This is an optimization exercise on Yosys and OpenROAD, whose aim is small area, not a production implementation. In this exercise RTL edits were held to simulation tests only and were not proved equivalent to the original. Power is estimated from default activity; no workload was simulated.

==> flow/design.v (excerpt) <==
module rcp
    #(parameter DATA_WIDTH = 64,
      parameter CTRL_WIDTH=DATA_WIDTH/8,
      parameter UDP_REG_SRC_WIDTH = 2)
   ( 
    output   [DATA_WIDTH-1:0]        out_data,
    output   [CTRL_WIDTH-1:0]        out_ctrl,
    output                              out_wr,
    input                               out_rdy,
    input  [DATA_WIDTH-1:0]            in_data,
    input  [CTRL_WIDTH-1:0]            in_ctrl,
    input                              in_wr,
    output                             in_rdy,
    input                              reg_req_in,
    input                              reg_ack_in,
    input                              reg_rd_wr_L_in,
    input  [23-1:0]   reg_addr_in,
    input  [32-1:0]  reg_data_in,
    input  [UDP_REG_SRC_WIDTH-1:0]     reg_src_in,
    output                             reg_req_out,
    output                             reg_ack_out,
    output                             reg_rd_wr_L_out,
    output  [23-1:0]  reg_addr_out,
    output  [32-1:0] reg_data_out,
    output  [UDP_REG_SRC_WIDTH-1:0]    reg_src_out,
    input                              clk,
    input                              reset);
   wire        word_RCP_FRATE, word_RCP_RTT, word_RCP_FIRST, word_RCP_THIRD;
   wire        is_rcp;
   wire [3:0]  port_sel;
   wire [15:0] rcp_rtt, rcp_packet_length;
   wire [3:0]  upd_rtt, upd_len;
   wire [127:0] rates;
   wire [639:0] stats;
   reg  [31:0] rate_sel;
   integer p;
   always @(*) begin
      rate_sel = 32'b0;
      for (p = 0; p < 4; p = p + 1)
        rate_sel = rate_sel | ({32{port_sel[p]}} & rates[p*32 +: 32]);
   end
   wire stamp = is_rcp & word_RCP_FRATE & (|port_sel) &
                (in_data[47:16] > rate_sel);
   wire [DATA_WIDTH-1:0] mid_data =
        {in_data[63:48], stamp ? rate_sel : in_data[47:16], in_data[15:0]};
   small_fifo #(.WIDTH(DATA_WIDTH+CTRL_WIDTH), .DEPTH(7)) rcp_fifo_data
     (.din     ({mid_data, in_ctrl}),
      .wr_en   (in_wr),
      .out_rdy (out_rdy),
      .dout    ({out_data, out_ctrl}),
      .out_wr  (out_wr),
      .in_rdy  (in_rdy),
      .reset   (reset),
      .clk     (clk));
   rcp_parser_control rcp_parser_control
     (.in_ctrl        (in_ctrl),
      .in_wr          (in_wr),
      .word_RCP_FRATE (word_RCP_FRATE),
  ...
For scale: about 5,500 cells after synthesis, roughly 270 I/O pins, about 62,000 um^2 of cells after synthesis.
==> flow/config.mk <==
export PLATFORM = sky130hd
export DESIGN_NAME = rcp
export DESIGN_NICKNAME = rcp
export VERILOG_FILES = /design/flow/design.v
export SDC_FILE = /design/flow/constraint.sdc
export NUM_CORES = 4
export LEC_CHECK = 0
export CAP_MARGIN = 20
export CORE_MARGIN = 2
export CORE_UTILIZATION = 40
export SLEW_MARGIN = 20
==> flow/constraint.sdc <==
create_clock -name core_clock -period 8.0 [get_ports {clk}]
set_input_delay 1.6000 -clock core_clock [delete_from_list [all_inputs] [get_ports {clk}]]
set_output_delay 1.6000 -clock core_clock [all_outputs]
set_load 0.01 [all_outputs]
run.sh (not shown) runs the stock make flow with config.mk's settings and CLKGATE_MAP_FILE= SYNTH_SCRIPT=/design/flow/synth_recipe.tcl, a recipe that flattens the netlist after the stock synthesis.
The starting point produced a clean layout.
Edit:
==> flow/flow/run.sh (new file) <==
#!/bin/bash
# The standard layout (bash standard.sh, unchanged synthesis and steps),
# with one change: buffer_ports uses the smallest buffer cell, buf_1, for the
# buffer on every input and output port. The make output goes to
# standard_make.log here; ORFS writes each step's log under orfs/logs/.
set -uo pipefail
bash standard.sh "BUFFER_PORTS_ARGS=-buffer_cell sky130_fd_sc_hd__buf_1" finish \
  > standard_make.log 2>&1
status=$?
tail -n 20 standard_make.log
exit $status
==> flow/standard.sh (new file) <==
#!/bin/bash
# synth_recipe.tcl (not shown) runs the flow's synth.tcl, then flattens the netlist and writes it again
# the make line also repeats each setting of config.mk as NAME=value (left out here)
make -C /OpenROAD-flow-scripts/flow DESIGN_CONFIG=/design/flow/config.mk WORK_HOME=/design/flow/orfs CLKGATE_MAP_FILE= SYNTH_SCRIPT=/design/flow/synth_recipe.tcl "${@:-finish}"
CTS_BUF_LIST = sky130_fd_sc_hd__clkbuf_8   (was unset)
CTS_CLUSTER_SIZE = 20   (was unset)
removed: flow/run.sh
Power came out lower by a little under a tenth.
Cell count came out higher by a few percent.
Hold slack improved by 0.012 ns.
Edit:
==> flow/run.sh (new file) <==
#!/bin/bash
# synth_recipe.tcl (not shown) runs the flow's synth.tcl, then flattens the netlist and writes it again
# the make line also repeats each setting of config.mk as NAME=value (left out here)
make -C /OpenROAD-flow-scripts/flow DESIGN_CONFIG=/design/flow/config.mk WORK_HOME=/design/flow/orfs CLKGATE_MAP_FILE= SYNTH_SCRIPT=/design/flow/synth_recipe.tcl finish
CTS_BUF_LIST = sky130_fd_sc_hd__clkbuf_16   (was sky130_fd_sc_hd__clkbuf_8)
CTS_CLUSTER_DIAMETER = 120   (was unset)
CTS_CLUSTER_SIZE = 24   (was 20)
removed: flow/flow/run.sh
removed: flow/standard.sh
What happened: The changed run finished clean; worst hold slack stays flat; area after synthesis stays the same; power falls by 12%; count of clock-buffer cells in the layout falls by 187; via count falls by 3.1%.
Edit:
CTS_CLUSTER_DIAMETER = 80   (was 120)
CTS_CLUSTER_SIZE = 30   (was 24)
Effect: Global-route usage stays flat. Via count is higher slightly. Clock skew is higher by 0.011 ns. Worst setup slack is worse by 0.018 ns.
Edit:
CTS_BUF_LIST = sky130_fd_sc_hd__clkbuf_8   (was sky130_fd_sc_hd__clkbuf_16)
CTS_CLUSTER_DIAMETER = unset   (was 80)
CTS_CLUSTER_SIZE = 20   (was 30)
The changed run passed the timing, DRC and antenna checks.
Setup slack gets better by 0.011 ns.
Wire length went up by about 1.7%.
Die area does not change.


rcp, a different RTL version from the one above (not shown whole).
For scale: ~5,100 cells after synthesis, about 1,400 flip-flops, ~0.061 mm^2 of cells after synthesis.
clock: 8.0 ns
lec_check: 0
cap_margin: 20
core_margin: 2
core_utilization: 55
cts_buf_list: sky130_fd_sc_hd__clkbuf_16
cts_cluster_diameter: 100
cts_cluster_size: 30
slew_margin: 20
standard.sh (not shown) runs the stock make flow with config.mk's settings and CLKGATE_MAP_FILE= SYNTH_SCRIPT=/design/flow/synth_recipe.tcl, a recipe that flattens the netlist after the stock synthesis.
==> flow/flow/run.sh <==
#!/bin/bash
# The standard layout (bash standard.sh, unchanged synthesis and steps),
# with one change: buffer_ports uses the smallest buffer cell, buf_1, for the
# buffer on every input and output port. The make output goes to
# standard_make.log here; ORFS writes each step's log under orfs/logs/.
set -uo pipefail
bash standard.sh "BUFFER_PORTS_ARGS=-buffer_cell sky130_fd_sc_hd__buf_1" finish \
  > standard_make.log 2>&1
status=$?
tail -n 20 standard_make.log
exit $status
The starting point passed the timing, DRC and antenna checks.
Then changed:
- CORE_UTILIZATION: 55 -> 40
- CTS_BUF_LIST: sky130_fd_sc_hd__clkbuf_16 -> sky130_fd_sc_hd__clkbuf_8 sky130_fd_sc_hd__clkbuf_16
- CTS_CLUSTER_DIAMETER: 100 -> 120
- CTS_CLUSTER_SIZE: 30 -> 24
The new run finished with timing, DRC and antenna clean.
Utilization is lower by 15 points.
Power is higher by a few percent.
Flip-flop and latch count is unchanged.
Cell count is higher by a little under a tenth.
Via count is higher slightly.
First-iteration DRC count is higher by roughly a tenth.
Area after synthesis stays the same.
Count of clock-buffer cells in the layout is higher by 16.
Die area is higher by well over a third.
Design area is higher slightly.
Then changed:
==> flow/run.sh (new file) <==
#!/bin/bash
# synth_recipe.tcl (not shown) runs the flow's synth.tcl, then flattens the netlist and writes it again
# the make line also repeats each setting of config.mk as NAME=value (left out here)
make -C /OpenROAD-flow-scripts/flow DESIGN_CONFIG=/design/flow/config.mk WORK_HOME=/design/flow/orfs CLKGATE_MAP_FILE= SYNTH_SCRIPT=/design/flow/synth_recipe.tcl finish
- CTS_BUF_LIST: sky130_fd_sc_hd__clkbuf_8 sky130_fd_sc_hd__clkbuf_16 -> sky130_fd_sc_hd__clkbuf_16
removed: flow/flow/run.sh
removed: flow/standard.sh
The new run completed without violations; core utilization climbs by 1.0 points; synthesized cell count stays the same; clock power hardly moves; wire length goes up by 0.37%; final cell count barely changes; critical path depth is unchanged; die area stays the same; power rises by 2.4%.
Then changed:
==> flow/flow/run.sh (new file) <==
#!/bin/bash
# The standard layout (bash standard.sh, unchanged synthesis and steps),
# with one change: buffer_ports uses the smallest buffer cell, buf_1, for the
# buffer on every input and output port. The make output goes to
# standard_make.log here; ORFS writes each step's log under orfs/logs/.
set -uo pipefail
bash standard.sh "BUFFER_PORTS_ARGS=-buffer_cell sky130_fd_sc_hd__buf_1" finish \
  > standard_make.log 2>&1
status=$?
tail -n 20 standard_make.log
exit $status
==> flow/standard.sh (new file) <==
#!/bin/bash
# synth_recipe.tcl (not shown) runs the flow's synth.tcl, then flattens the netlist and writes it again
# the make line also repeats each setting of config.mk as NAME=value (left out here)
make -C /OpenROAD-flow-scripts/flow DESIGN_CONFIG=/design/flow/config.mk WORK_HOME=/design/flow/orfs CLKGATE_MAP_FILE= SYNTH_SCRIPT=/design/flow/synth_recipe.tcl "${@:-finish}"
- CORE_UTILIZATION: 40 -> 55
- CTS_CLUSTER_DIAMETER: 120 -> 100
- CTS_CLUSTER_SIZE: 24 -> 26
removed: flow/run.sh
Outcome: The new run went through all stages and came out clean; via count is lower by about 1.1%; area after synthesis stays the same; synthesized cell count does not change; cell area came out lower by 3.9%; die area drops by 27%; wire length drops by about 3%.

==> port drivers added, routing unchanged <==
The results above use ideal ports. As a check the final layouts listed here were re-extracted and re-timed, cells and wires unchanged. Step 1 (the two cells are an assumption about what drives the block):
set clk [get_ports {clk}]
set_driving_cell -lib_cell sky130_fd_sc_hd__clkbuf_16 $clk
set_driving_cell -lib_cell sky130_fd_sc_hd__buf_2 [delete_from_list [all_inputs] $clk]
Step 2 adds t to the input delays and takes it off the output delays; t is the mean of the earliest and latest rising clock arrival at the registers after step 1. Input paths then give back, and output paths get back, about the clock's delay inside the block. Three values: ideal, step 1, step 2; two values: the first two.
run	t, ns	setup WS [ns]	hold WS [ns]	clock arrival spread, ns
the first run of note 1	0.867	1.221 / 1.221 / 1.221	0.440 / 0.440 / 0.440	0.048 / 0.048
the second run of note 1	1.046	1.157 / 1.157 / 1.157	0.452 / 0.452 / 0.452	0.072 / 0.072
the third run of note 1	0.754	1.229 / 1.230 / 1.230	0.450 / 0.450 / 0.450	0.067 / 0.067
the fourth run of note 1	0.802	1.211 / 1.211 / 1.211	0.466 / 0.466 / 0.466	0.067 / 0.068
the fifth run of note 1	1.052	1.222 / 1.222 / 1.222	0.439 / 0.439 / 0.439	0.072 / 0.072
the first run of note 2	0.794	0.777 / 0.777 / 0.777	0.451 / 0.451 / 0.451	0.048 / 0.049
the second run of note 2	0.785	0.828 / 0.828 / 0.828	0.463 / 0.463 / 0.463	0.034 / 0.034
the third run of note 2	0.795	0.820 / 0.820 / 0.820	0.463 / 0.463 / 0.463	0.055 / 0.055
the fourth run of note 2	0.807	0.759 / 0.759 / 0.759	0.459 / 0.459 / 0.459	0.048 / 0.047
After both steps every run listed still meets setup and hold.
